From an optimization exercise on the open Yosys and OpenROAD flow, aimed at small area; shortcuts taken in it are not production practice.
Function was checked by simulation only, so behaviour that the tests miss may differ from the original.

==> flow/design.v, too long to show whole: its modules and the start of the top module <==
// module idct_dot_col: 2057 lines
// module idct_dot_row: 1172 lines
// module idct_addsub: 125 lines
// module idct_fa: 6 lines
// module idct_ha: 6 lines
// module myidct_less_lut: 129 lines
module myidct_less_lut(clk, rst, start, dct_2d, idct_2d, rdy);
  // ...
==> flow/run.sh <==
#!/bin/bash
# synth_recipe.tcl (not shown) runs the flow's synth.tcl, then flattens the netlist and writes it again
# the make line also repeats each setting of config.mk as NAME=value (left out here)
make -C /OpenROAD-flow-scripts/flow DESIGN_CONFIG=/design/flow/config.mk WORK_HOME=/design/flow/orfs CLKGATE_MAP_FILE= SYNTH_SCRIPT=/design/flow/synth_recipe.tcl finish
==> flow/config.mk <==
export PLATFORM = sky130hd
export DESIGN_NAME = myidct_less_lut
export DESIGN_NICKNAME = myidct_less_lut
export VERILOG_FILES = /design/flow/design.v
export SDC_FILE = /design/flow/constraint.sdc
export NUM_CORES = 8
export LEC_CHECK = 0
export CAP_MARGIN = 20
export CORE_MARGIN = 2
export CORE_UTILIZATION = 65
export PLACE_DENSITY = 0.72
export SLEW_MARGIN = 20
export SYNTH_HIERARCHICAL = 1
export SYNTH_MINIMUM_KEEP_SIZE = 0
==> flow/constraint.sdc <==
create_clock -name core_clock -period 15.0 [get_ports {clk}]
set_input_delay 3.0000 -clock core_clock [delete_from_list [all_inputs] [get_ports {clk}]]
set_output_delay 3.0000 -clock core_clock [all_outputs]
set_load 0.01 [all_outputs]
==> results.toml, run 1 <==
[status]
outcome = "no timing/DRC/antenna violations"

[place]
numPortBuffers = 23

[synthesis]
synth.most_common_cell = "edfxtp_1"
synth_compound_area_share_pct = 6.69
synth_edf_count = 1978
yosys.area_share.adder_pct = 29.5
synth_area_leaders = "edfxtp_1 56%, fa_1 28%, ha_1 1.6%"
synth-xor-area-share_pct = 0.656

[critical_path]
slowest_stage = "o32ai_1"
cp_data_required_time_ns = 15.49
path_buf_inv = 3
crit_type = "reg -> reg"
worst-r2r-setup-slack_ns = 1.13

[cts]
clk_pin_slew_ns = 0.06
cts-resized-gates = 0
post_cts_buffers = 0
htree_levels = 4
numCtsBuffers = 186

[sta]
setup_ws_ns = 1.13
fin_setup_tns_ns = 0
skew_ns = 0.0650
max_freq_ghz = 0.0721

[global_route]
use_met1_pct = 49.3
use_met3_pct = 5.83
grt_max_degree = 215
grt.met2_usage_pct = 59.7
busiest_layer = "met2"

[cells_and_area]
fillCellCount = 9909
seq_area_mm2 = 0.0596
top_register = "xs"
nonClockBufferCount = 151
insertedDiodeCount = 5

[floorplanning]
rows = 148
io_pins = 24

[route]
drt-total-wl_um = 297000
wl_met3_um = 24200
top_layer_used = "met5"
wl_met2_um = 147000
==> run 2: changes to the inputs <==
--- a/flow/config.mk
+++ b/flow/config.mk
@@ -10,2 +10,4 @@
 export CORE_UTILIZATION = 65
+export CTS_CLUSTER_DIAMETER = 100
+export CTS_CLUSTER_SIZE = 32
 export PLACE_DENSITY = 0.72
==> run 2 against run 1 <==
Net effect: via count decreased by 2.8%; register-to-register slack improved by 0.19 ns; sequential cell count unchanged; critical path type unchanged; critical path depth is 2 lower; non-clock buffer count unchanged; clock-buffer cell count fell by 132; synthesized cell count is the same.
==> results.toml, run 2 <==
[critical_path]
crit_path_max_fanout = 44
cp_data_required_time_ns = 15.44
crit_family = "adder cells"
cp-end-kind = "flop"
crit_type = "reg -> reg"
arrival_ns = 14.13
slowest_stage = "xor2_1"
cp-start-kind = "flop"
path_buf_inv = 2
crit_path_frequent_cell = "fa_1"
slowest_delay_ns = 0.74

[synthesis]
synth.avg_cell_area_um2 = 17.4
yosysWarnings = 17
synth.most_common_cell = "edfxtp_1"
syn-num-nets = 7779
synth_edf_count = 1978
yosys.area_share.adder_pct = 29.5
yosysTopAreaCell = "edfxtp_1"
synth-xor-area-share_pct = 0.656
syn_area_mm2 = 0.107
ys_seq_area_share_pct = 55.8
syn_inst = 6138
ys_seq_elements = 1988
synth_area_leaders = "edfxtp_1 56%, fa_1 28%, ha_1 1.6%"
synth_commonest_cells = "1978 x edfxtp_1, 1491 x fa_1, 367 x inv_1"
ys_types = 79
synth_top_family_by_area = "adder cells"
synthFlopType = "edfxtp_1"
synthMuxAreaShare_pct = 1.77
synth-simple-area-share_pct = 2.52
async_flop_share_pct = 0
synth_compound_area_share_pct = 6.69
yosysTopAreaCellShare_pct = 55.6

[sta]
fin_crit_sh_pct = 91.2
slew_headroom_pct = 17.2
final-setup-viol-count = 0
hold_ws_ns = 0.416
worst_pin_slew_ns = 1.24
finalHoldViolCount = 0
skew_ns = 0.0859
max_freq_ghz = 0.0731
setup_ws_ns = 1.32
slew_violations = 0
rsz0062_at_grt = "no"
min_period_ns = 13.68

[global_route]
grt_max_degree = 215
antenna_found_initial = 7
overflow = 0
grtUsageTotal_pct = 35.1
grt_pass1_vias = 57800
grt_first_pass_wirelength_um = 411000

[floorplanning]
fp.coreArea_mm2 = 0.163
die_x_um = 409
start_util_pct = 65.6
fp.dieH_um = 409
die_area_mm2 = 0.168
io_pins = 24
rows = 148

[status]
outcome = "no timing/DRC/antenna violations"

[place]
placed_cells = 8113
place_congestion = 1.05
dp_slack_ns = 1.38
hpwl_um = 223000
numPortBuffers = 23

[cells_and_area]
nets = 7658
drive_gt1_share_pct = 6.99
reg.largest.list = "xs: 768 flops, xin: 756 flops, ysr: 196 flops"
syn_to_final_growth_pct = 4.37
top_register = "xs"
largest_reg_flops = 768
final_common_cell = "edfxtp_1"
final_cell_mix = "1978 x edfxtp_1, 1491 x fa_1, 367 x inv_1, 246 x nand2_1, 177 x nor2_1"
stdcell_count = 8222
fillCellCount = 10500

[cts]
clock-sinks = 1988
clk_path_buf_depth = 3
clock_latency_ns = 0.76
htree_levels = 3
numCtsBuffers = 77
ctsHoldBuffers = 0
cts-resized-gates = 0
root_buffer = "clkbuf_16"
cts_tree = "built"
clk_pin_slew_ns = 0.12
post_cts_buffers = 0

[route]
drtAntennaViolNets = 0
wire_per_inst_um = 34.9
vias_per_cell = 6.70
post-route-drc-count = 0
drtIter0Drc = 7412
via_count = 55100
drt-total-wl_um = 287000
dr.pass1.iters = 9

[flow_run]
drv_cap = 0

[hold_path]
hp-class = "reg -> reg"
## run 2: cell families (layout without fill, tap and decap cells)
family,count (synthesis),count (layout)
other,0,7
DFF,1988,1988
buffers and inverters,721,623
muxes,162,162
xor gates and xnor gates,80,80
adders and majority gates,1626,1626
and+or+nand+nor,603,603
AOI/OAI and AO/OA,958,958
## run 2: per-module statistics from Yosys, one instance, submodules excluded
module,cells inside,times used,cell area (um^2)
idct_addsub,89,1,561
idct_dot_col,517,1,3050
idct_dot_row,805,1,5260
idct_fa,1,1491,20.0
idct_ha,1,46,12.5
myidct_less_lut,3190,1,67600
## run 2: path summary, 6_finish.rpt
check	start	to	slack [ns]	cells after the start
worst max register to register	pos[1]	o[3][26]	1.32	32
worst min-delay path	ysr[5][7]	ysr[6][7]	0.42	0
worst max-delay path	pos[1]	o[3][26]	1.32	32
worst min register to register	ysr[5][7]	ysr[6][7]	0.42	0
## run 2: stage by stage
step | utilization [%] | instance area (um^2) | TNS, ns
6_report | 68.4 | 112000 | 0
3_3_place_gp | 67.0 | 109000 | 0
3_5_place_dp | 67.0 | 109000 | 0
2_1_floorplan | - | 107000 | -5393.63
5_1_grt | 68.4 | 112000 | 0
4_1_cts | 68.4 | 111000 | 0
## run 2: cell type report
type | instances | area [um^2] | share of cell area (%)
multi-input combinational | 3429 | 44100 | 39.5
clock buffer | 86 | 1980 | 1.78
clock inverter | 16 | 348 | 0.312
tap | 2175 | 2720 | 2.44
antenna | 7 | 17.5 | 0.0157
sequential | 1988 | 59600 | 53.5
timing repair buffer | 151 | 1350 | 1.21
inverter | 370 | 1390 | 1.25
## run 2: worst reg2reg max path: cells and delay by family, from the launching register on
family	cells	cell delay [ns]
AOI/OAI and AO/OA	4	0.83
xor gates and xnor gates	1	0.74
buffers and inverters	2	0.85
DFF	1	0.52
and+or+nand+nor	2	0.13
adders and majority gates	22	10.10
muxes	1	0.28
## run 2: metal layers
metal / routed length, um / vias up / track usage, %
met5: 6 / - / 0
met4: 14700 / 2 / 14.7
met3: 21800 / 573 / 4.73
met2: 142000 / 2978 / 57.7
met1: 109000 / 29500 / 48.2
li1: - / 22000 / -
==> run 3: changes to the inputs <==
--- a/flow/config.mk
+++ b/flow/config.mk
@@ -11,3 +11,3 @@
 export CTS_CLUSTER_DIAMETER = 100
-export CTS_CLUSTER_SIZE = 32
+export CTS_CLUSTER_SIZE = 24
 export PLACE_DENSITY = 0.72
==> run 3 against run 2 <==
Net effect: final cell count grew 0.24%; sequential cell count is the same; maximum frequency shrank 0.59%; routed wire length grew 0.30%; sequential share of layout area shrank 0.19 points; core utilization grew 0.24 points; cell area grew 0.36%; critical endpoint unchanged; highest routed layer unchanged.
==> results.toml, run 3 <==
[status]
outcome = "no timing/DRC/antenna violations"

[cts]
cts_tree = "built"
numCtsBuffers = 97
clk_path_buf_depth = 3
htree_levels = 3
clock-sinks = 1988
root_buffer = "clkbuf_16"
clk_pin_slew_ns = 0.09
cts-resized-gates = 0
clock_latency_ns = 0.78
ctsHoldBuffers = 0
post_cts_buffers = 0

[synthesis]
ys_seq_elements = 1988
syn_area_mm2 = 0.107
yosysWarnings = 17
ys_seq_area_share_pct = 55.8
synth.most_common_cell = "edfxtp_1"
syn_inst = 6138
synthFlopType = "edfxtp_1"
yosysTopAreaCellShare_pct = 55.6
ys_types = 79
yosysTopAreaCell = "edfxtp_1"
async_flop_share_pct = 0
synth_commonest_cells = "1978 x edfxtp_1, 1491 x fa_1, 367 x inv_1"
synth_area_leaders = "edfxtp_1 56%, fa_1 28%, ha_1 1.6%"
synth_edf_count = 1978
syn-num-nets = 7779
synth.avg_cell_area_um2 = 17.4

[critical_path]
crit_path_frequent_cell = "fa_1"
slowest_delay_ns = 0.95
arrival_ns = 14.21
cp_data_required_time_ns = 15.44
cp-end-kind = "flop"
cp-start-kind = "flop"
slowest_stage = "o32ai_1"
crit_type = "reg -> reg"
crit_path_max_fanout = 46

[global_route]
grt_pass1_vias = 58100
grt_first_pass_wirelength_um = 413000
grtUsageTotal_pct = 35.3
grt_max_degree = 215
antenna_found_initial = 6
overflow = 0

[floorplanning]
die_area_mm2 = 0.168
die_x_um = 409
fp.dieH_um = 409
io_pins = 24
start_util_pct = 65.6
fp.coreArea_mm2 = 0.163
rows = 148

[sta]
setup_ws_ns = 1.24
final-setup-viol-count = 0
worst_pin_slew_ns = 1.22
max_freq_ghz = 0.0727
slew_headroom_pct = 19.0
fin_crit_sh_pct = 91.8
rsz0062_at_grt = "no"
skew_ns = 0.0821
min_period_ns = 13.76
fin_setup_tns_ns = 0
hold_ws_ns = 0.404
finalHoldViolCount = 0
slew_violations = 0

[cells_and_area]
final_cell_mix = "1978 x edfxtp_1, 1491 x fa_1, 367 x inv_1, 246 x nand2_1, 177 x nor2_1"
reg.largest.list = "xs: 768 flops, xin: 756 flops, ysr: 196 flops"
drive_gt1_share_pct = 7.23
top_register = "xs"
fin_util_pct = 68.7
stdcell_count = 8242
nets = 7678
final_area_mm2 = 0.112
final_common_cell = "edfxtp_1"
syn_to_final_growth_pct = 4.74
largest_reg_flops = 768

[place]
placed_area_mm2 = 0.109
dp_slack_ns = 1.38
placed_cells = 8113
place_congestion = 1.05
hpwl_um = 223000
numPortBuffers = 23

[route]
dr.pass1.iters = 8
drt-total-wl_um = 288000
post-route-drc-count = 0
via_count = 55300
vias_per_cell = 6.71
wire_per_inst_um = 35.0
drtIter0Drc = 7673
drtAntennaViolNets = 0

[hold_path]
hp-class = "reg -> reg"

[flow_run]
drv_cap = 0
==> run 3: final cells by class <==
type	count	area (um^2)
Fill cell	10400	51000
Tap cell	2175	2720
Clock buffer	111	2480
Multi-Input combinational cell	3429	44100
Inverter	370	1390
Timing Repair Buffer	151	1350
Antenna cell	5	12.5
Sequential cell	1988	59600
Clock inverter	13	253
==> run 3: final timing paths <==
| path | startpoint | end | slack (ns) | cells after the start |
|---|---|---|---|---|
| worst min register to register | ysr[0][21] | ysr[1][21] | 0.40 | 0 |
| worst min-delay path | ysr[0][21] | ysr[1][21] | 0.40 | 0 |
| worst max-delay path | pos[1] | o[3][26] | 1.24 | 35 |
| worst max register to register | pos[1] | o[3][26] | 1.24 | 35 |
==> run 3: critical path: cells and delay by family (launching register included) <==
family | cells | cell delay [ns]
muxes | 1 | 0.28
DFF | 1 | 0.53
AOI/OAI and AO/OA | 6 | 2.13
buffers and inverters | 3 | 0.53
adders and majority gates | 22 | 9.57
and+or+nand+nor | 3 | 0.34
==> run 3: kinds of logic (layout without fill, tap and decap cells) <==
| group | after synthesis | count (layout) | synth area share, % |
|---|---|---|---|
| flops | 1988 | 1988 | 55.8 |
| fa+ha+maj | 1626 | 1626 | 29.5 |
| compound gates | 958 | 958 | 6.69 |
| buf+inv | 721 | 645 | 3.08 |
| simple gates | 603 | 603 | 2.52 |
| mux | 162 | 162 | 1.77 |
| xor+xnor | 80 | 80 | 0.656 |
| other cells | 0 | 5 | 0 |
==> run 3: per-module statistics from Yosys, one instance, submodules excluded <==
module / flops+latches / cells
idct_dot_col: 0 / 517
idct_dot_row: 0 / 805
idct_addsub: 0 / 89
idct_fa: 0 / 1
myidct_less_lut: 1988 / 3190
idct_ha: 0 / 1
==> run 3: metal layers <==
| layer | share of wire [%] | wire length (um) | GRT usage [%] |
|---|---|---|---|
| met1 | 38 | 109000 | 48.5 |
| met5 | 0.0038 | 11 | 0 |
| met4 | 5.4 | 15500 | 15.4 |
| met3 | 7.7 | 22100 | 4.51 |
| met2 | 49 | 142000 | 57.9 |
==> run 4: changes to the inputs <==
--- a/flow/config.mk
+++ b/flow/config.mk
@@ -7,3 +7,3 @@
 export LEC_CHECK = 0
-export CAP_MARGIN = 20
+export CAP_MARGIN = 0
 export CORE_MARGIN = 2
@@ -11,5 +11,5 @@
 export CTS_CLUSTER_DIAMETER = 100
-export CTS_CLUSTER_SIZE = 24
+export CTS_CLUSTER_SIZE = 28
 export PLACE_DENSITY = 0.72
-export SLEW_MARGIN = 20
+export SLEW_MARGIN = 0
 export SYNTH_HIERARCHICAL = 1
==> run 4 against run 3 <==
Net effect: non-clock buffer count is 1 lower; clock-buffer cell count is 16 lower; maximum frequency is 0.82% lower; routed wire length hardly changed; final cell count is 0.17% lower; sequential share of layout area is 0.17 points higher; setup slack worse by 0.11 ns; synthesized cell count stayed put; register-to-register slack worse by 0.11 ns; critical endpoint unchanged; global-route usage is 0.18 points lower; critical path type unchanged; sequential cell count stayed put; still clean on timing, DRC and antenna; die area stayed put.
==> results.toml, run 4 <==
[critical_path]
r2r_start = "pos[1]"
crit_path_max_fanout = 35
slowest_delay_ns = 1.06
crit_path_frequent_cell = "fa_1"
crit_type = "reg -> reg"
cp-end-kind = "flop"
arrival_ns = 14.34
crit_start = "pos[1]"
reg2regPathDepth = 33
cp_data_required_time_ns = 15.46
cp-start-kind = "flop"
slowest_stage = "a41oi_1"

[global_route]
antenna_found_initial = 3
grt_pass1_vias = 57800
use_met1_pct = 48.0
busiest_layer = "met2"
use_met3_pct = 5.02
overflow = 0
grt_max_degree = 215
grt_first_pass_wirelength_um = 410000
grt.met2_usage_pct = 57.3
grtUsageTotal_pct = 35.1

[synthesis]
syn-num-nets = 7779
syn_inst = 6138
yosysTopAreaCell = "edfxtp_1"
synth.most_common_cell = "edfxtp_1"
synth_edf_count = 1978
synthFlopType = "edfxtp_1"
syn_area_mm2 = 0.107
async_flop_share_pct = 0
yosysWarnings = 17
ys_seq_area_share_pct = 55.8
synth_commonest_cells = "1978 x edfxtp_1, 1491 x fa_1, 367 x inv_1"
yosysTopAreaCellShare_pct = 55.6
synth_area_leaders = "edfxtp_1 56%, fa_1 28%, ha_1 1.6%"
synth.avg_cell_area_um2 = 17.4
ys_seq_elements = 1988
ys_types = 79

[cts]
htree_levels = 3
root_buffer = "clkbuf_16"
clock-sinks = 1988
clk_path_buf_depth = 3
cts_tree = "built"
clk_pin_slew_ns = 0.10
numCtsBuffers = 84
clock_latency_ns = 0.76
cts-resized-gates = 0
ctsHoldBuffers = 0
post_cts_buffers = 0

[cells_and_area]
multi_input_area_mm2 = 0.0441
syn_to_final_growth_pct = 4.40
drive_gt1_share_pct = 7.00
nets = 7664
stdcell_count = 8228
fillCellCount = 10500
reg.largest.list = "xs: 768 flops, xin: 756 flops, ysr: 196 flops"
largest_reg_flops = 768
final_common_cell = "edfxtp_1"
final_area_mm2 = 0.112
top_register = "xs"
final_cell_mix = "1978 x edfxtp_1, 1491 x fa_1, 367 x inv_1, 246 x nand2_1, 177 x nor2_1"
seq_area_mm2 = 0.0596
fin_util_pct = 68.5

[place]
placed_cells = 8112
hpwl_um = 223000
numPortBuffers = 23
place_congestion = 1.05
placed_area_mm2 = 0.109

[route]
via_count = 55300
post-route-drc-count = 0
dr.pass1.iters = 10
wire_per_inst_um = 35.0
drtAntennaViolNets = 0
drtIter0Drc = 7589
vias_per_cell = 6.72
drt-total-wl_um = 288000

[flow_run]
drv_cap = 0

[floorplanning]
io_pins = 24
start_util_pct = 65.6
die_area_mm2 = 0.168
fp.dieH_um = 409
die_x_um = 409
fp.coreArea_mm2 = 0.163
rows = 148

[sta]
final-setup-viol-count = 0
max_freq_ghz = 0.0721
worst_pin_slew_ns = 1.26
finalHoldViolCount = 0
skew_ns = 0.0397
min_period_ns = 13.88
slew_violations = 0
slew_headroom_pct = 15.9
fin_crit_sh_pct = 92.5
rsz0062_at_grt = "no"

[hold_path]
min_from = "xin[62][6]"
hold_depth = 0
hp-class = "reg -> reg"

[status]
outcome = "no timing/DRC/antenna violations"
[run 4: routing by layer]
| layer | share of wire [%] | up-vias |
|---|---|---|
| li1 | - | 22000 |
| met1 | 38 | 29500 |
| met2 | 49 | 3056 |
| met3 | 7.7 | 641 |
| met4 | 5.4 | 2 |
| met5 | 0.0038 | - |
[run 4: logic make-up (layout without fill, tap and decap cells)]
family / after synthesis / after routing / share of synthesized area, %
AOI/OAI and AO/OA: 958 / 958 / 6.69
xor gates and xnor gates: 80 / 80 / 0.656
adders and majority gates: 1626 / 1626 / 29.5
buffers and inverters: 721 / 629 / 3.08
DFF: 1988 / 1988 / 55.8
muxes: 162 / 162 / 1.77
other: 0 / 7 / 0
and+or+nand+nor: 603 / 603 / 2.52
[run 4: per-module statistics from Yosys, one instance, submodules excluded]
module           times used  cells  flip-flops and latches
myidct_less_lut           1   3190                    1988
idct_dot_col              1    517                       0
idct_addsub               1     89                       0
idct_dot_row              1    805                       0
idct_ha                  46      1                       0
idct_fa                1491      1                       0
[run 4: final timing paths]
kind / endpoint / slack (ns)
setup / recovery: o[3][26] / 1.12
hold / removal: xs[0][6] / 0.42
setup reg to reg: o[3][26] / 1.12
hold reg to reg: xs[0][6] / 0.42
[run 4: critical path: cells and delay by family (launching register included)]
kind	cells	cell delay [ns]
AO/OA/AOI/OAI	3	2.14
adder cells (fa/ha/maj)	21	8.96
buffers and inverters	3	0.30
flip-flops	1	0.53
multiplexers	2	0.52
AND/OR/NAND/NOR	4	1.07
[run 4: cell type report]
class / count / area share (%)
flip-flops and latches: 1988 / 53.4
multi-input cells: 3429 / 39.5
well taps: 2175 / 2.44
clock buffers: 95 / 1.92
inverters: 370 / 1.25
repair buffers: 150 / 1.20
clock inverters: 14 / 0.222
diodes: 7 / 0.0157
[run 4: through the flow]
| stage | setup TNS, ns | setup slack (ns) | hold WS [ns] |
|---|---|---|---|
| 2_1_floorplan | -5393.63 | -7.02 | 0.400 |
| 3_3_place_gp | 0 | 1.52 | 0.402 |
| 3_5_place_dp | 0 | 1.31 | 0.405 |
| 4_1_cts | 0 | 1.34 | 0.420 |
| 5_1_grt | 0 | 0.823 | 0.416 |
| 6_report | 0 | 1.12 | 0.424 |
==> module myidct_less_lut, before the edit <==
module myidct_less_lut(clk, rst, start, dct_2d, idct_2d, rdy);
output [7:0] idct_2d;
output rdy;
input clk, rst, start;
input [11:0] dct_2d;
integer n;
wire en = start & ~rst;
reg [5:0] pos;
reg wrapped;
reg rdy_q;
always @(posedge clk) begin
    if (rst) begin
        pos <= 6'd0;
        wrapped <= 1'b0;
        rdy_q <= 1'b0;
    end else if (start) begin
        pos <= pos + 6'd1;
        if (pos == 6'd63) wrapped <= 1'b1;
        if (wrapped && pos == 6'd11) rdy_q <= 1'b1;
    end
end
wire [2:0] ph = pos[2:0];
reg [11:0] xin [0:62];
always @(posedge clk) begin
    if (start) begin
        xin[0] <= dct_2d;
        for (n = 1; n < 63; n = n + 1) xin[n] <= xin[n-1];
    end
end
reg [11:0] xs [0:63];
always @(posedge clk) begin
    if (en && pos == 6'd63) begin
        for (n = 0; n < 63; n = n + 1) xs[n] <= xin[62-n];
        xs[63] <= dct_2d;
    end
end
wire [11:0] xr [0:7];
genvar g;
generate
    for (g = 0; g < 8; g = g + 1) begin : rowsel
        assign xr[g] = xs[{ph, g[2:0]}];
    end
endgenerate
wire [27:0] y;
idct_dot_row rowpass(.sel(pos[5:3]), .x0(xr[0]), .x1(xr[1]), .x2(xr[2]), .x3(xr[3]),
                     .x4(xr[4]), .x5(xr[5]), .x6(xr[6]), .x7(xr[7]), .y(y));
reg [27:0] ysr [0:6];
always @(posedge clk) begin
    if (start) begin
        ysr[0] <= y;
        for (n = 1; n < 7; n = n + 1) ysr[n] <= ysr[n-1];
    end
end
wire [28:0] splus, sminus;
idct_addsub sadd(.a(ysr[6]), .b(ysr[2]), .sum(splus), .dif(sminus));
reg [28:0] sa, sb;
reg [27:0] pa, pb;
reg [27:0] o [0:3];
always @(posedge clk) begin
    if (start) begin
        if (ph == 3'd7) begin
            sa <= splus;
            sb <= sminus;
            pa <= ysr[4];
            pb <= ysr[0];
            o[0] <= ysr[5];
            o[1] <= ysr[3];
            o[2] <= ysr[1];
            o[3] <= y;
        end else begin
            sa <= sb;
            sb <= sa;
            pa <= ~pb;
            pb <= pa;
            o[0] <= ~o[2];
            o[1] <= o[0];
            o[2] <= ~o[3];
            o[3] <= ~o[1];
        end
    end
end
wire [7:0] pix;
idct_dot_col colpass(.ph(ph), .sa(sa), .pa(pa), .pb(pb), .o0(o[0]), .o1(o[1]),
                     .o2(o[2]), .o3(o[3]), .pix(pix));
reg [7:0] pbuf [0:3];
reg [1:0] ra;
always @(*) begin
    case (pos[4:0])
        5'd0: ra = 2'd0;
        5'd1: ra = 2'd1;
        5'd2: ra = 2'd2;
        5'd3: ra = 2'd3;
        5'd4: ra = 2'd0;
        5'd5: ra = 2'd1;
        5'd6: ra = 2'd3;
        5'd7: ra = 2'd3;
        5'd8: ra = 2'd2;
        5'd9: ra = 2'd3;
        5'd10: ra = 2'd1;
        5'd11: ra = 2'd0;
        5'd12: ra = 2'd2;
        5'd13: ra = 2'd3;
        5'd14: ra = 2'd0;
        5'd15: ra = 2'd0;
        5'd16: ra = 2'd1;
        5'd17: ra = 2'd0;
        5'd18: ra = 2'd3;
        5'd19: ra = 2'd2;
        5'd20: ra = 2'd1;
        5'd21: ra = 2'd0;
        5'd22: ra = 2'd2;
        5'd23: ra = 2'd2;
        5'd24: ra = 2'd3;
        5'd25: ra = 2'd2;
        5'd26: ra = 2'd0;
        5'd27: ra = 2'd1;
        5'd28: ra = 2'd3;
        5'd29: ra = 2'd2;
        5'd30: ra = 2'd1;
        5'd31: ra = 2'd1;
        default: ra = 0;
    endcase
end
always @(posedge clk) begin
    if (start) pbuf[ra] <= pix;
end
assign rdy = rdy_q & start;
assign idct_2d = (rdy & ~rst) ? pbuf[ra] : 8'd0;
endmodule
==> run 5: changes to the inputs <==
--- a/flow/design.v
+++ b/flow/design.v
@@ -3388,7 +3388,7 @@
 wire [2:0] ph = pos[2:0];
-reg [11:0] xin [0:62];
+reg [11:0] xin [0:55];
 always @(posedge clk) begin
-    if (start) begin
+    if (start && pos[5:3] != 3'd7) begin
         xin[0] <= dct_2d;
-        for (n = 1; n < 63; n = n + 1) xin[n] <= xin[n-1];
+        for (n = 1; n < 56; n = n + 1) xin[n] <= xin[n-1];
     end
@@ -3397,6 +3397,6 @@
 always @(posedge clk) begin
-    if (en && pos == 6'd63) begin
-        for (n = 0; n < 63; n = n + 1) xs[n] <= xin[62-n];
-        xs[63] <= dct_2d;
+    if (start && pos == 6'd63) begin
+        for (n = 0; n < 56; n = n + 1) xs[n] <= xin[55-n];
     end
+    if (start && pos[5:3] == 3'd7) xs[{3'd7, pos[2:0]}] <= dct_2d;
 end
@@ -3406,3 +3406,3 @@
     for (g = 0; g < 8; g = g + 1) begin : rowsel
-        assign xr[g] = xs[{ph, g[2:0]}];
+        assign xr[g] = xs[{ph - 3'd1, g[2:0]}];
     end
@@ -3420,3 +3420,3 @@
 wire [28:0] splus, sminus;
-idct_addsub sadd(.a(ysr[6]), .b(ysr[2]), .sum(splus), .dif(sminus));
+idct_addsub sadd(.a(ysr[5]), .b(ysr[1]), .sum(splus), .dif(sminus));
 reg [28:0] sa, sb;
@@ -3429,8 +3429,8 @@
             sb <= sminus;
-            pa <= ysr[4];
-            pb <= ysr[0];
-            o[0] <= ysr[5];
-            o[1] <= ysr[3];
-            o[2] <= ysr[1];
-            o[3] <= y;
+            pa <= ysr[3];
+            pb <= y;
+            o[0] <= ysr[4];
+            o[1] <= ysr[2];
+            o[2] <= ysr[0];
+            o[3] <= ysr[6];
         end else begin
--- a/flow/config.mk
+++ b/flow/config.mk
@@ -9,6 +9,6 @@
 export CORE_MARGIN = 2
-export CORE_UTILIZATION = 65
+export CORE_UTILIZATION = 55
 export CTS_CLUSTER_DIAMETER = 100
 export CTS_CLUSTER_SIZE = 28
-export PLACE_DENSITY = 0.72
+export PLACE_DENSITY = 0.62
 export SLEW_MARGIN = 0
==> run 5 against run 4 <==
Net effect: critical path type unchanged; core utilization decreased by 11 points; sequential share of layout area decreased by 1.4 points; setup slack improved by 0.37 ns; non-clock buffer count decreased by 41; sequential cell count decreased by 84; via count decreased by 11%; largest cell class unchanged; clock-buffer cell count decreased by 3; global-route usage decreased by 5.9 points.
==> results.toml, run 5 <==
[status]
outcome = "no timing/DRC/antenna violations"

[sta]
finalHoldViolCount = 0
rsz0062_at_grt = "no"
max_freq_ghz = 0.0741
worst_pin_slew_ns = 1.14
fin_setup_tns_ns = 0
slew_violations = 0
slew_headroom_pct = 24.0
skew_ns = 0.0615
min_period_ns = 13.50
final-setup-viol-count = 0
fin_crit_sh_pct = 90.0

[hold_path]
hold_depth = 0
hp-class = "reg -> reg"

[synthesis]
synth.avg_cell_area_um2 = 18.8
synthFlopType = "edfxtp_1"
synth-simple-area-share_pct = 1.66
syn_area_mm2 = 0.105
ys_seq_elements = 1904
syn_inst = 5565
synth_compound_area_share_pct = 3.26
synth_top_family_by_area = "adder cells"
yosysTopAreaCell = "edfxtp_1"
synth-xor-area-share_pct = 0.678
ys_types = 59
async_flop_share_pct = 0
synth_commonest_cells = "1894 x edfxtp_1, 1491 x fa_1, 396 x inv_1"
ys_seq_area_share_pct = 54.5
synth.most_common_cell = "edfxtp_1"
synth_area_leaders = "edfxtp_1 54%, fa_1 29%, mux4_2 4.3%"
synth_edf_count = 1894
synthMuxAreaShare_pct = 6.88
syn-num-nets = 7203
yosysTopAreaCellShare_pct = 54.3
yosysWarnings = 15
yosys.area_share.adder_pct = 30.1

[cells_and_area]
stdcell_count = 8025
final_common_cell = "edfxtp_1"
drive_gt1_share_pct = 11.8
final_cell_mix = "1894 x edfxtp_1, 1491 x fa_1, 396 x inv_1, 225 x mux2_2, 221 x nand2_1"
reg.largest.list = "xs: 768 flops, xin: 672 flops, ysr: 196 flops"
insertedDiodeCount = 0
syn_to_final_growth_pct = 4.91
nets = 7130
top_register = "xs"
largest_reg_flops = 768

[route]
via_count = 49200
drt-total-wl_um = 276000
wire_per_inst_um = 34.4
dr.pass1.iters = 8
vias_per_cell = 6.14
post-route-drc-count = 0
drtAntennaViolNets = 0
drtIter0Drc = 5594

[floorplanning]
fp.dieH_um = 440
start_util_pct = 55.2
fp.coreArea_mm2 = 0.190
die_x_um = 440
die_area_mm2 = 0.194
rows = 160
io_pins = 24

[place]
hpwl_um = 218000
placed_cells = 7920
place_congestion = 1.01
numPortBuffers = 23

[global_route]
grt_max_degree = 179
overflow = 0
grt_first_pass_wirelength_um = 391000
grt_pass1_vias = 52900
grtUsageTotal_pct = 29.2
antenna_found_initial = 2

[critical_path]
arrival_ns = 13.98
crit_type = "reg -> reg"
slowest_delay_ns = 0.95
cp-start-kind = "flop"
cp-end-kind = "flop"
crit_path_max_fanout = 34
slowest_stage = "a221oi_1"
crit_path_frequent_cell = "fa_1"
cp_data_required_time_ns = 15.48
reg2regPathDepth = 30

[cts]
clk_path_buf_depth = 3
post_cts_buffers = 0
clk_pin_slew_ns = 0.11
cts_tree = "built"
clock-sinks = 1904
cts-resized-gates = 0
clock_latency_ns = 0.74
numCtsBuffers = 81
htree_levels = 3
ctsHoldBuffers = 0
root_buffer = "clkbuf_16"

[flow_run]
drv_cap = 0
[run 5: changes by cell type in the layout (fill, tap and decap cells not counted), moves of 36 or more]
cell / change
a221oi_1: -95
a31oi_1: -85
a21oi_1: -73
a22o_1: +43
nor2_1: -150
edfxtp_1: -84
mux2_2: +90
a222oi_1: -73
mux4_2: +192
o21ai_0: -38
buf_4: -43
o21a_1: -36
[run 5: logic make-up (layout without fill, tap and decap cells)]
family                     Yosys count  after routing
muxes                              441            441
AOI/OAI and AO/OA                  467            467
DFF                               1904           1904
and+or+nand+nor                    384            384
adders and majority gates         1623           1623
xor gates and xnor gates            81             81
buffers and inverters              665            614
[run 5: worst max-delay path, delay by kind of cell (launching register included)]
family          cells  cell delay [ns]
simple gates        2             0.22
mux                 4             1.24
flops               1             0.58
fa+ha+maj          20             9.43
compound gates      1             0.95
buf+inv             3             0.75
[run 5: worst paths after layout]
kind                   start  slack, ns        end
hold / removal    xin[10][2]       0.42  xs[45][2]
hold reg to reg   xin[10][2]       0.42  xs[45][2]
setup reg to reg      pos[0]       1.50     pb[26]
setup / recovery      pos[0]       1.50     pb[26]
[run 5: cell type report]
cell class	count	area, um^2
Inverter	400	1500
Clock inverter	13	267
Clock buffer	92	2070
Fill cell	14000	79800
Tap cell	2511	3140
Sequential cell	1904	57100
Multi-Input combinational cell	2996	44700
Timing Repair Buffer	109	1060
[run 5: per-stage QoR]
stage	utilization, %	setup slack [ns]	area, um^2	hold slack, ns
floorplan	-	1.01	105000	0.400
global placement	56.7	1.64	107000	0.401
detailed placement	56.7	1.53	107000	0.405
CTS	57.9	1.48	110000	0.406
global route	57.9	1.22	110000	0.434
finish	57.9	1.50	110000	0.424
[run 5: Yosys stat by module, one instance, submodules excluded]
| module | cells inside | times used | flops+latches |
|---|---|---|---|
| idct_ha | 1 | 46 | 0 |
| idct_dot_col | 517 | 1 | 0 |
| idct_addsub | 89 | 1 | 0 |
| idct_fa | 1 | 1491 | 0 |
| idct_dot_row | 704 | 1 | 0 |
| myidct_less_lut | 2718 | 1 | 1904 |
[run 5: routing by layer]
metal	vias up	GRT usage (%)	wire length, um
li1	19800	-	-
met4	0	11.3	12200
met2	1733	48.2	136000
met3	408	3.28	13300
met1	27300	40.5	115000
met5	-	0	0
==> run 6: changes to the inputs <==
--- a/flow/config.mk
+++ b/flow/config.mk
@@ -9,6 +9,6 @@
 export CORE_MARGIN = 2
-export CORE_UTILIZATION = 55
+export CORE_UTILIZATION = 65
 export CTS_CLUSTER_DIAMETER = 100
 export CTS_CLUSTER_SIZE = 28
-export PLACE_DENSITY = 0.62
+export PLACE_DENSITY = 0.72
 export SLEW_MARGIN = 0
==> run 6 against run 5 <==
Net effect: global-route usage rose by 5.6 points; via count is 2.8% higher; sequential share of layout area rose by 0.27 points; synthesized area is the same; maximum frequency decreased by 1.4%; worst hold slack gained 0.0033 ns; cell area decreased by 0.52%; clock skew shrank 0.019 ns; critical path depth up 2; critical path type unchanged.
==> results.toml, run 6 <==
[place]
numPortBuffers = 23
hpwl_um = 212000
place_congestion = 1.03
placed_cells = 7565

[cells_and_area]
nets = 7125
largest_reg_flops = 768
stdcell_count = 7672
fin_util_pct = 68.2
insertedDiodeCount = 0
top_register = "xs"
final_common_cell = "edfxtp_1"
final_cell_mix = "1894 x edfxtp_1, 1491 x fa_1, 396 x inv_1, 225 x mux2_2, 221 x nand2_1"
syn_to_final_growth_pct = 4.36
reg.largest.list = "xs: 768 flops, xin: 672 flops, ysr: 196 flops"
drive_gt1_share_pct = 11.7

[floorplanning]
die_x_um = 405
fp.dieH_um = 405
start_util_pct = 65.3
rows = 147
die_area_mm2 = 0.164
fp.coreArea_mm2 = 0.160
io_pins = 24

[sta]
max_freq_ghz = 0.0731
min_period_ns = 13.69
rsz0062_at_grt = "no"
worst_pin_slew_ns = 1.20
fin_crit_sh_pct = 91.3
final-setup-viol-count = 0
skew_ns = 0.0429
slew_violations = 0
fin_setup_tns_ns = 0
finalHoldViolCount = 0
slew_headroom_pct = 19.8

[synthesis]
syn_inst = 5565
yosysTopAreaCellShare_pct = 54.3
synth_area_leaders = "edfxtp_1 54%, fa_1 29%, mux4_2 4.3%"
ys_types = 59
ys_seq_elements = 1904
synth.most_common_cell = "edfxtp_1"
syn-num-nets = 7203
synthFlopType = "edfxtp_1"
syn_area_mm2 = 0.105
ys_seq_area_share_pct = 54.5
synth.avg_cell_area_um2 = 18.8
yosysTopAreaCell = "edfxtp_1"
yosysWarnings = 15
synth_edf_count = 1894
async_flop_share_pct = 0
synth_commonest_cells = "1894 x edfxtp_1, 1491 x fa_1, 396 x inv_1"

[cts]
numCtsBuffers = 80
root_buffer = "clkbuf_16"
clock-sinks = 1904
clk_path_buf_depth = 3
clk_pin_slew_ns = 0.10
htree_levels = 3
clock_latency_ns = 0.74
cts-resized-gates = 0
cts_tree = "built"
ctsHoldBuffers = 0
post_cts_buffers = 0

[critical_path]
cp-end-kind = "flop"
crit_path_frequent_cell = "fa_1"
crit_family = "adder cells"
arrival_ns = 14.16
cp-start-kind = "flop"
slowest_stage = "a22oi_1"
path_buf_inv = 4
crit_type = "reg -> reg"
slowest_delay_ns = 0.83
cp_data_required_time_ns = 15.47
crit_path_max_fanout = 36

[route]
dr.pass1.iters = 9
post-route-drc-count = 0
vias_per_cell = 6.60
drtIter0Drc = 6711
via_count = 50600
drtAntennaViolNets = 0
wire_per_inst_um = 36.0
drt-total-wl_um = 276000

[global_route]
use_met1_pct = 47.2
grt_pass1_vias = 53800
grtUsageTotal_pct = 34.8
grt.met2_usage_pct = 57.5
antenna_found_initial = 3
busiest_layer = "met2"
overflow = 0
grt_max_degree = 189
grt_first_pass_wirelength_um = 391000
use_met3_pct = 4.76

[status]
outcome = "no timing/DRC/antenna violations"

[flow_run]
drv_cap = 0

[hold_path]
hp-class = "reg -> reg"
-- run 6: cell counts after synthesis --
Identical to the previous run, type by type.
-- run 6: worst register-to-register path, delay by kind of cell, from the launching register on --
family	cells	cell delay, ns
AOI/OAI and AO/OA	3	1.39
adders and majority gates	21	9.23
DFF	1	0.72
buffers and inverters	4	0.87
muxes	4	1.26
-- run 6: through the flow --
stage	setup slack, ns	area, um^2	hold slack [ns]
2_1_floorplan	1.01	105000	0.400
3_3_place_gp	1.41	107000	0.401
3_5_place_dp	1.37	107000	0.405
4_1_cts	1.31	109000	0.423
5_1_grt	0.896	109000	0.432
6_report	1.31	109000	0.428
-- run 6: cell families after synthesis --
logic type / after synthesis / share of synthesized area, %
compound gates: 467 / 3.26
simple gates: 384 / 1.66
xor+xnor: 81 / 0.678
fa+ha+maj: 1623 / 30.1
buf+inv: 665 / 2.89
flops: 1904 / 54.5
mux: 441 / 6.88
-- run 6: area by class of cell --
cell class              count  area [um^2]
clock inverters            13          239
flip-flops and latches   1904        57100
fillers                 10000        51000
inverters                 400         1500
multi-input cells        2996        44700
well taps                2160         2700
repair buffers            105          951
clock buffers              94         2080
-- run 6: layer usage --
| metal | part of all wire, % | up-vias | routed length [um] |
|---|---|---|---|
| met1 | 38 | 27500 | 104000 |
| met2 | 50 | 2721 | 138000 |
| li1 | - | 19800 | - |
| met3 | 7.3 | 601 | 20200 |
| met4 | 5.4 | 4 | 15000 |
| met5 | 0.0069 | - | 19 |
-- run 6: path summary, 6_finish.rpt --
| kind | startpoint | endpoint | slack, ns | depth (start not counted) |
|---|---|---|---|---|
| setup reg to reg | pos[0] | pb[26] | 1.31 | 32 |
| setup / recovery | pos[0] | pb[26] | 1.31 | 32 |
| hold reg to reg | xin[55][4] | xs[0][4] | 0.43 | 0 |
| hold / removal | xin[55][4] | xs[0][4] | 0.43 | 0 |
-- run 6: per-module statistics from Yosys, one instance, submodules excluded --
module	times used	area, um^2	cells	flip-flops and latches
idct_dot_row	1	4650	704	0
idct_addsub	1	561	89	0
myidct_less_lut	1	66000	2718	1904
idct_dot_col	1	3050	517	0
idct_ha	46	12.5	1	0
idct_fa	1491	20.0	1	0

## what the ideal ports hide
Ports are ideal in the flow. The routed layouts listed here were re-timed in OpenROAD. Step 1: set_driving_cell puts a clkbuf_16 on clk and a buf_2 on each other input, an assumption about the parent block. Step 2 also shifts input and output timing later by t, the mid clock arrival at the registers, as if the neighbouring blocks saw the same clock. Three values: ideal, step 1, step 2; two values: the first two.
| run | shift t [ns] | setup slack, ns | worst data-port slew with drivers (ns) | pins driven straight from the clock port |
|---|---|---|---|---|
| run 1 | 0.891 | 1.127 / 1.127 / 1.127 | 0.06 | 1 |
| run 2 | 0.812 | 1.318 / 1.318 / 1.318 | 0.07 | 1 |
| run 3 | 0.830 | 1.237 / 1.237 / 1.237 | 0.08 | 1 |
| run 4 | 0.819 | 1.123 / 1.123 / 1.123 | 0.07 | 1 |
| run 5 | 0.798 | 1.498 / 1.498 / 1.498 | 0.20 | 1 |
| run 6 | 0.795 | 1.312 / 1.312 / 1.312 | 0.16 | 1 |
After both steps setup and hold are still met in every run listed.
